What follows belongs to an exercise in optimizing a design on an open flow for small area; a production flow would make more cautious choices.
The RTL was checked by simulation tests, not by an equivalence proof against the original design.
Power is estimated from default activity; no workload was simulated. The flow treats the clock pin as an ideal source, which a real chip does not have.

==> run A: inputs <==
Design CNx8, start of the top module:
module CNx8 # (
	parameter DATA_W = 32,
	parameter PIPE_DEPTH = 2
)(
	input wire          			clk,
	input wire          			rst,
	input wire  [7:0]         		InputValid,
	input wire  [DATA_W*8-1:0]   	InDestVid,
	input wire  [DATA_W*8-1:0]   	InUpdate,
	output wire [DATA_W*8-1:0]   	OutUpdate,
	output wire [DATA_W*8-1:0]  	OutDestVid,
	output wire [7:0]  				OutValid
);
wire [7:0]   v [0:6];
wire [255:0] d [0:6];
wire [255:0] u [0:6];
assign v[0] = InputValid;
assign d[0] = InDestVid;
assign u[0] = InUpdate;
cnx_stage #(.DIST(1), .LO(14), .UNSW(1)) s0 (.clk(clk), .iv(v[0]), .id(d[0]), .iu(u[0]), .ov(v[1]), .od(d[1]), .ou(u[1]));
cnx_stage #(.DIST(2)) s1 (.clk(clk), .iv(v[1]), .id(d[1]), .iu(u[1]), .ov(v[2]), .od(d[2]), .ou(u[2]));
cnx_stage #(.DIST(1)) s2 (.clk(clk), .iv(v[2]), .id(d[2]), .iu(u[2]), .ov(v[3]), .od(d[3]), .ou(u[3]));
cnx_stage #(.DIST(4)) s3 (.clk(clk), .iv(v[3]), .id(d[3]), .iu(u[3]), .ov(v[4]), .od(d[4]), .ou(u[4]));
cnx_stage #(.DIST(2)) s4 (.clk(clk), .iv(v[4]), .id(d[4]), .iu(u[4]), .ov(v[5]), .od(d[5]), .ou(u[5]));
  ...
==> module cnx_stage, before the edit <==
module cnx_stage #(
	parameter DIST = 1,
	parameter LO = 13,
	parameter UNSW = 0
)(
	input  wire         clk,
	input  wire [7:0]   iv,
	input  wire [255:0] id,
	input  wire [255:0] iu,
	output reg  [7:0]   ov,
	output reg  [255:0] od,
	output reg  [255:0] ou
);
reg [7:0]   cv;
reg [255:0] cd;
reg [255:0] cu;
reg [3:0]   cs;
reg [3:0]   cm;
genvar p, k;
generate
for (p = 0; p < 4; p = p + 1) begin : pr
	localparam integer A = (DIST == 1) ? 2*p :
	                       (DIST == 2) ? ((p >> 1) * 4 + (p & 1)) :
	                       p;
	localparam integer B = A + DIST;
	wire [31:0] da = id[32*A +: 32];
	wire [31:0] db = id[32*B +: 32];
	wire [31:0] ua = iu[32*A +: 32];
	wire [31:0] ub = iu[32*B +: 32];
	wire both = iv[A] & iv[B];
	wire [31:0] dt = da ^ db;
	wire [32:0] lc;
	assign lc[0] = 1'b0;
	for (k = 0; k < 32; k = k + 1) begin : cmp
		assign lc[k+1] = dt[k] ? da[k] : lc[k];
	end
	wire sw = both & lc[32];
	wire mg = both & ~|dt;
	wire [LO-1:0] xl = UNSW ? ua[LO-1:0] : ua[LO-1:0] & {LO{~sw}};
	wire [LO-1:0] yl = UNSW ? ub[LO-1:0] : ub[LO-1:0] & {LO{sw | mg}};
	wire [LO:0]   cl;
	wire [LO-1:0] al;
	assign cl[0] = 1'b0;
	for (k = 0; k < LO; k = k + 1) begin : rl
		assign al[k]   = xl[k] ^ yl[k] ^ cl[k];
		assign cl[k+1] = (xl[k] & yl[k]) | (cl[k] & (xl[k] ^ yl[k]));
	end
	wire [LO-1:0] sl = (UNSW && !mg) ? (sw ? ub[LO-1:0] : ua[LO-1:0]) : al;
	wire          co = UNSW ? (mg & cl[LO]) : cl[LO];
	reg cc;
	always @(posedge clk) begin
		cv[A] <= iv[A];
		cv[B] <= iv[B];
		cd[32*A +: 32] <= sw ? db : da;
		cd[32*B +: 32] <= sw ? da : db;
		cu[32*A +: 32] <= {ua[31:LO], sl};
		cu[32*B +: 32] <= {ub[31:LO], sw ? ua[LO-1:0] : ub[LO-1:0]};
		cs[p] <= sw;
		cm[p] <= mg;
		cc <= co;
	end
	wire [31-LO:0] ha = cu[32*A+LO +: 32-LO];
	wire [31-LO:0] hb = cu[32*B+LO +: 32-LO];
	wire [31-LO:0] xa = ha & {(32-LO){~cs[p]}};
	wire [31-LO:0] yb = hb & {(32-LO){cs[p] | cm[p]}};
	wire [32-LO:0] c;
	wire [31-LO:0] s;
	assign c[0] = cc;
	for (k = 0; k < 32-LO; k = k + 1) begin : rc
		assign s[k]   = xa[k] ^ yb[k] ^ c[k];
		assign c[k+1] = (xa[k] & yb[k]) | (c[k] & (xa[k] ^ yb[k]));
	end
	always @(posedge clk) begin
		ov[A] <= cv[A];
		ov[B] <= cv[B] & ~cm[p];
		od[32*A +: 32] <= cd[32*A +: 32];
		od[32*B +: 32] <= cd[32*B +: 32];
		ou[32*A +: 32] <= {s, cu[32*A +: LO]};
		ou[32*B +: 32] <= {cs[p] ? ha : hb, cu[32*B +: LO]};
	end
end
endgenerate
endmodule
==> module CNx8, before the edit <==
module CNx8 # (
	parameter DATA_W = 32,
	parameter PIPE_DEPTH = 2
)(
	input wire          			clk,
	input wire          			rst,
	input wire  [7:0]         		InputValid,
	input wire  [DATA_W*8-1:0]   	InDestVid,
	input wire  [DATA_W*8-1:0]   	InUpdate,
	output wire [DATA_W*8-1:0]   	OutUpdate,
	output wire [DATA_W*8-1:0]  	OutDestVid,
	output wire [7:0]  				OutValid
);
wire [7:0]   v [0:6];
wire [255:0] d [0:6];
wire [255:0] u [0:6];
assign v[0] = InputValid;
assign d[0] = InDestVid;
assign u[0] = InUpdate;
cnx_stage #(.DIST(1), .LO(14), .UNSW(1)) s0 (.clk(clk), .iv(v[0]), .id(d[0]), .iu(u[0]), .ov(v[1]), .od(d[1]), .ou(u[1]));
cnx_stage #(.DIST(2)) s1 (.clk(clk), .iv(v[1]), .id(d[1]), .iu(u[1]), .ov(v[2]), .od(d[2]), .ou(u[2]));
cnx_stage #(.DIST(1)) s2 (.clk(clk), .iv(v[2]), .id(d[2]), .iu(u[2]), .ov(v[3]), .od(d[3]), .ou(u[3]));
cnx_stage #(.DIST(4)) s3 (.clk(clk), .iv(v[3]), .id(d[3]), .iu(u[3]), .ov(v[4]), .od(d[4]), .ou(u[4]));
cnx_stage #(.DIST(2)) s4 (.clk(clk), .iv(v[4]), .id(d[4]), .iu(u[4]), .ov(v[5]), .od(d[5]), .ou(u[5]));
cnx_stage #(.DIST(1)) s5 (.clk(clk), .iv(v[5]), .id(d[5]), .iu(u[5]), .ov(v[6]), .od(d[6]), .ou(u[6]));
reg [3:0] rcnt;
always @(posedge clk) begin
	if (rst)
		rcnt <= 4'd12;
	else if (rcnt != 4'd0)
		rcnt <= rcnt - 4'd1;
end
assign OutValid   = (rcnt == 4'd0) ? v[6] : 8'h00;
assign OutDestVid = d[6];
assign OutUpdate  = u[6];
endmodule
==> flow/config.mk <==
export PLATFORM = sky130hd
export DESIGN_NAME = CNx8
export DESIGN_NICKNAME = CNx8
export VERILOG_FILES = /design/flow/design.v
export SDC_FILE = /design/flow/constraint.sdc
export NUM_CORES = 4
export LEC_CHECK = 0
export CAP_MARGIN = 20
export CORE_MARGIN = 2
export CORE_UTILIZATION = 65
export PLACE_DENSITY = 0.75
export SLEW_MARGIN = 20
==> flow/constraint.sdc <==
create_clock -name core_clock -period 10.0 [get_ports {clk}]
set_input_delay 2.0000 -clock core_clock [delete_from_list [all_inputs] [get_ports {clk}]]
set_output_delay 2.0000 -clock core_clock [all_outputs]
set_load 0.01 [all_outputs]
standard.sh (not shown) runs the stock make flow with config.mk's settings and CLKGATE_MAP_FILE= SYNTH_SCRIPT=/design/flow/synth_recipe.tcl, a recipe that flattens the netlist after the stock synthesis.
==> flow/flow/run.sh <==
#!/bin/bash
# The standard layout (standard.sh) with three changes:
#  - synthesis maps the logic with flow/abc_speed.script (ABC's &nf with delay
#    relaxation and extra area-recovery rounds) instead of ORFS's speed script;
#    everything else in synthesis, including the registers, is unchanged;
#  - ports are buffered with buf_1;
#  - CTS uses larger sink clusters of clkbuf_16 and no dummy loads.
# make's output goes to flow_make.log; ORFS keeps each step's log under orfs/logs/.
set -euo pipefail
W=$PWD
rm -rf "$W/scripts_abc"
cp -r "$FLOW_HOME/scripts" "$W/scripts_abc"
cp "$W/flow/abc_speed.script" "$W/scripts_abc/abc_speed.script"
bash standard.sh \
  "SCRIPTS_DIR=$W/scripts_abc" \
  "BUFFER_PORTS_ARGS=-buffer_cell sky130_fd_sc_hd__buf_1" \
  "CTS_ARGS=-sink_clustering_enable -repair_clock_nets -dont_use_dummy_load -buf_list sky130_fd_sc_hd__clkbuf_16 -sink_clustering_size 30 -sink_clustering_max_diameter 70" \
  finish > flow_make.log 2>&1
==> flow/flow/abc_speed.script <==
&get -n
&st
&dch
&nf -R 1000
&st
&syn2
&if -g -K 6
&synch2
&nf -R 1000
&st
&dch -f
&nf -R 1000 -F 4 -A 4
&put
buffer -c
topo
stime -c
dnsize -c
==> inputs of run F, as changes to run A <==
--- a/flow/design.v
+++ b/flow/design.v
@@ -52,3 +52,2 @@
 reg [255:0] cu;
-reg [3:0]   cs;
 reg [3:0]   cm;
@@ -74,4 +73,5 @@
 	wire mg = both & ~|dt;
-	wire [LO-1:0] xl = UNSW ? ua[LO-1:0] : ua[LO-1:0] & {LO{~sw}};
-	wire [LO-1:0] yl = UNSW ? ub[LO-1:0] : ub[LO-1:0] & {LO{sw | mg}};
+	wire [LO-1:0] xs = sw ? ub[LO-1:0] : ua[LO-1:0];
+	wire [LO-1:0] xl = UNSW ? ua[LO-1:0] : xs;
+	wire [LO-1:0] yl = UNSW ? ub[LO-1:0] : ub[LO-1:0] & {LO{mg}};
 	wire [LO:0]   cl;
@@ -83,5 +83,4 @@
 	end
-	wire [LO-1:0] sl = (UNSW && !mg) ? (sw ? ub[LO-1:0] : ua[LO-1:0]) : al;
+	wire [LO-1:0] sl = (UNSW && !mg) ? xs : al;
 	wire          co = UNSW ? (mg & cl[LO]) : cl[LO];
-	reg cc;
 	always @(posedge clk) begin
@@ -91,12 +90,10 @@
 		cd[32*B +: 32] <= sw ? da : db;
-		cu[32*A +: 32] <= {ua[31:LO], sl};
-		cu[32*B +: 32] <= {ub[31:LO], sw ? ua[LO-1:0] : ub[LO-1:0]};
-		cs[p] <= sw;
+		cu[32*A +: 32] <= {sw ? ub[31:LO] : ua[31:LO], sl};
+		cu[32*B +: 32] <= sw ? ua : ub;
 		cm[p] <= mg;
-		cc <= co;
 	end
-	wire [31-LO:0] ha = cu[32*A+LO +: 32-LO];
-	wire [31-LO:0] hb = cu[32*B+LO +: 32-LO];
-	wire [31-LO:0] xa = ha & {(32-LO){~cs[p]}};
-	wire [31-LO:0] yb = hb & {(32-LO){cs[p] | cm[p]}};
+	reg cc;
+	always @(posedge clk) cc <= co;
+	wire [31-LO:0] xa = cu[32*A+LO +: 32-LO];
+	wire [31-LO:0] yb = cu[32*B+LO +: 32-LO] & {(32-LO){cm[p]}};
 	wire [32-LO:0] c;
@@ -114,3 +111,3 @@
 		ou[32*A +: 32] <= {s, cu[32*A +: LO]};
-		ou[32*B +: 32] <= {cs[p] ? ha : hb, cu[32*B +: LO]};
+		ou[32*B +: 32] <= cu[32*B +: 32];
 	end
==> flow/flow/run.sh (replaced) <==
#!/bin/bash
set -euo pipefail
bash standard.sh \
  "BUFFER_PORTS_ARGS=-buffer_cell sky130_fd_sc_hd__buf_1" \
  "CTS_ARGS=-sink_clustering_enable -repair_clock_nets -dont_use_dummy_load -buf_list sky130_fd_sc_hd__clkbuf_16 -sink_clustering_size 32 -sink_clustering_max_diameter 80" \
  finish > flow_make.log 2>&1
Settings changed: CORE_UTILIZATION 65 to 55, PLACE_DENSITY 0.75 to 0.65.
removed: flow/flow/abc_speed.script
==> inputs of run Z, as changes to run A <==
--- a/flow/design.v
+++ b/flow/design.v
@@ -19,3 +19,3 @@
 assign u[0] = InUpdate;
-cnx_stage #(.DIST(1), .LO(14), .UNSW(1)) s0 (.clk(clk), .iv(v[0]), .id(d[0]), .iu(u[0]), .ov(v[1]), .od(d[1]), .ou(u[1]));
+cnx_stage #(.DIST(1)) s0 (.clk(clk), .iv(v[0]), .id(d[0]), .iu(u[0]), .ov(v[1]), .od(d[1]), .ou(u[1]));
 cnx_stage #(.DIST(2)) s1 (.clk(clk), .iv(v[1]), .id(d[1]), .iu(u[1]), .ov(v[2]), .od(d[2]), .ou(u[2]));
@@ -37,5 +37,3 @@
 module cnx_stage #(
-	parameter DIST = 1,
-	parameter LO = 13,
-	parameter UNSW = 0
+	parameter DIST = 1
 )(
@@ -52,3 +50,2 @@
 reg [255:0] cu;
-reg [3:0]   cs;
 reg [3:0]   cm;
@@ -66,22 +63,4 @@
 	wire both = iv[A] & iv[B];
-	wire [31:0] dt = da ^ db;
-	wire [32:0] lc;
-	assign lc[0] = 1'b0;
-	for (k = 0; k < 32; k = k + 1) begin : cmp
-		assign lc[k+1] = dt[k] ? da[k] : lc[k];
-	end
-	wire sw = both & lc[32];
-	wire mg = both & ~|dt;
-	wire [LO-1:0] xl = UNSW ? ua[LO-1:0] : ua[LO-1:0] & {LO{~sw}};
-	wire [LO-1:0] yl = UNSW ? ub[LO-1:0] : ub[LO-1:0] & {LO{sw | mg}};
-	wire [LO:0]   cl;
-	wire [LO-1:0] al;
-	assign cl[0] = 1'b0;
-	for (k = 0; k < LO; k = k + 1) begin : rl
-		assign al[k]   = xl[k] ^ yl[k] ^ cl[k];
-		assign cl[k+1] = (xl[k] & yl[k]) | (cl[k] & (xl[k] ^ yl[k]));
-	end
-	wire [LO-1:0] sl = (UNSW && !mg) ? (sw ? ub[LO-1:0] : ua[LO-1:0]) : al;
-	wire          co = UNSW ? (mg & cl[LO]) : cl[LO];
-	reg cc;
+	wire sw = both & (db < da);
+	wire mg = both & (da == db);
 	always @(posedge clk) begin
@@ -91,16 +70,12 @@
 		cd[32*B +: 32] <= sw ? da : db;
-		cu[32*A +: 32] <= {ua[31:LO], sl};
-		cu[32*B +: 32] <= {ub[31:LO], sw ? ua[LO-1:0] : ub[LO-1:0]};
-		cs[p] <= sw;
+		cu[32*A +: 32] <= sw ? ub : ua;
+		cu[32*B +: 32] <= sw ? ua : ub;
 		cm[p] <= mg;
-		cc <= co;
 	end
-	wire [31-LO:0] ha = cu[32*A+LO +: 32-LO];
-	wire [31-LO:0] hb = cu[32*B+LO +: 32-LO];
-	wire [31-LO:0] xa = ha & {(32-LO){~cs[p]}};
-	wire [31-LO:0] yb = hb & {(32-LO){cs[p] | cm[p]}};
-	wire [32-LO:0] c;
-	wire [31-LO:0] s;
-	assign c[0] = cc;
-	for (k = 0; k < 32-LO; k = k + 1) begin : rc
+	wire [31:0] xa = cu[32*A +: 32];
+	wire [31:0] yb = cu[32*B +: 32] & {32{cm[p]}};
+	wire [32:0] c;
+	wire [31:0] s;
+	assign c[0] = 1'b0;
+	for (k = 0; k < 32; k = k + 1) begin : rc
 		assign s[k]   = xa[k] ^ yb[k] ^ c[k];
@@ -113,4 +88,4 @@
 		od[32*B +: 32] <= cd[32*B +: 32];
-		ou[32*A +: 32] <= {s, cu[32*A +: LO]};
-		ou[32*B +: 32] <= {cs[p] ? ha : hb, cu[32*B +: LO]};
+		ou[32*A +: 32] <= s;
+		ou[32*B +: 32] <= cu[32*B +: 32];
 	end
==> flow/run.sh (new file) <==
#!/bin/bash
# synth_recipe.tcl (not shown) runs the flow's synth.tcl, then flattens the netlist and writes it again
# the make line also repeats each setting of config.mk as NAME=value (left out here)
make -C /OpenROAD-flow-scripts/flow DESIGN_CONFIG=/design/flow/config.mk WORK_HOME=/design/flow/orfs CLKGATE_MAP_FILE= SYNTH_SCRIPT=/design/flow/synth_recipe.tcl finish
Settings changed: CORE_UTILIZATION 65 to 40, PLACE_DENSITY 0.75 to not set.
removed: flow/flow/run.sh
removed: flow/flow/abc_speed.script
removed: flow/standard.sh
==> results.txt <==
Inverters, non-clock: run F 1193; run Z 890; run A 1178
Post-CTS Setup Bufs: run F 0; run Z 9; run A 0
Worst Max-Slew Pin Slew: run F 1.126 ns; run Z 1.098 ns; run A 1.169 ns
Power dissipated in sequential cells: run F 34.5 mW; run Z 35.4 mW; run A 38.1 mW
GRT Resource Usage Total: run F 0.2952; run Z 0.2099; run A 0.3632
Accumulated negative setup slack: run F 0 ns; run Z -114.40 ns; run A 0 ns
Met1 track utilization from global routing: run F 0.4784; run Z 0.3251; run A 0.5636
Number of placement rows: run F 220; run Z 263; run A 198
Share of the final layout cell area in multi-input gates: run F 0.3127; run Z 0.3085; run A 0.2835
Switching portion of total power: run F 0.2922; run Z 0.2712; run A 0.3281
Yosys top cell area share: run F 0.6329; run Z 0.6078; run A 0.6622
Outcome: run F no timing/DRC/antenna violations; run Z complete, but fails checks; run A no timing/DRC/antenna violations
Reasons for failing layout checks: run F -; run Z negative setup slack; run A -
Period utilisation layout: run F 0.8758; run Z 1.162; run A 0.9178
Area occupied by registers: run F 126000 um^2; run Z 125500 um^2; run A 126400 um^2
Inserted Diodes: run F 78; run Z 92; run A 52
Clk pwr share: run F 0.207; run Z 0.345; run A 0.188
Destination of the worst hold path: run F s2.od[29]$_DFF_P_; run Z s2.ou[100]$_DFF_P_; run A s4.od[49]$_DFF_P_
Count of sequential standard cells: run F 6292; run Z 6268; run A 6316
Comb pwr share: run F 0.163; run Z 0.158; run A 0.215
Routed WL: run F 555.3 mm; run Z 563.2 mm; run A 557.1 mm

## static timing again, ports no longer ideal
The results above use ideal ports. As a check the final layouts listed here were re-extracted and re-timed, cells and wires unchanged. Step 1 sets driving cells, clkbuf_16 on the clock port and buf_2 on the other inputs (assumed; they add their load-dependent delay and slew). Step 2 adds t to the input delays and takes it off the output delays; t is the mean of the earliest and latest rising clock arrival at the registers after step 1. Input paths then give back, and output paths get back, about the clock's delay inside the block. Slacks: no drivers / after step 1 / after step 2; pairs: no drivers / after step 1.
| run | t (ns) | slack for setup (ns) | worst hold slack (ns) | worst setup path at the end | worst slew at a driven data input, ns |
|---|---|---|---|---|---|
| run A | 1.015 | 0.822 / 0.822 / 0.822 | 0.249 / 0.249 / 0.249 | register to register | 0.20 |
| run F | 1.073 | 1.242 / 1.242 / 1.242 | 0.262 / 0.262 / 0.262 | register to register | 0.28 |
| run Z | 1.177 | -1.624 / -1.624 / -1.624 | 0.312 / 0.312 / 0.312 | register to register | 0.26 |
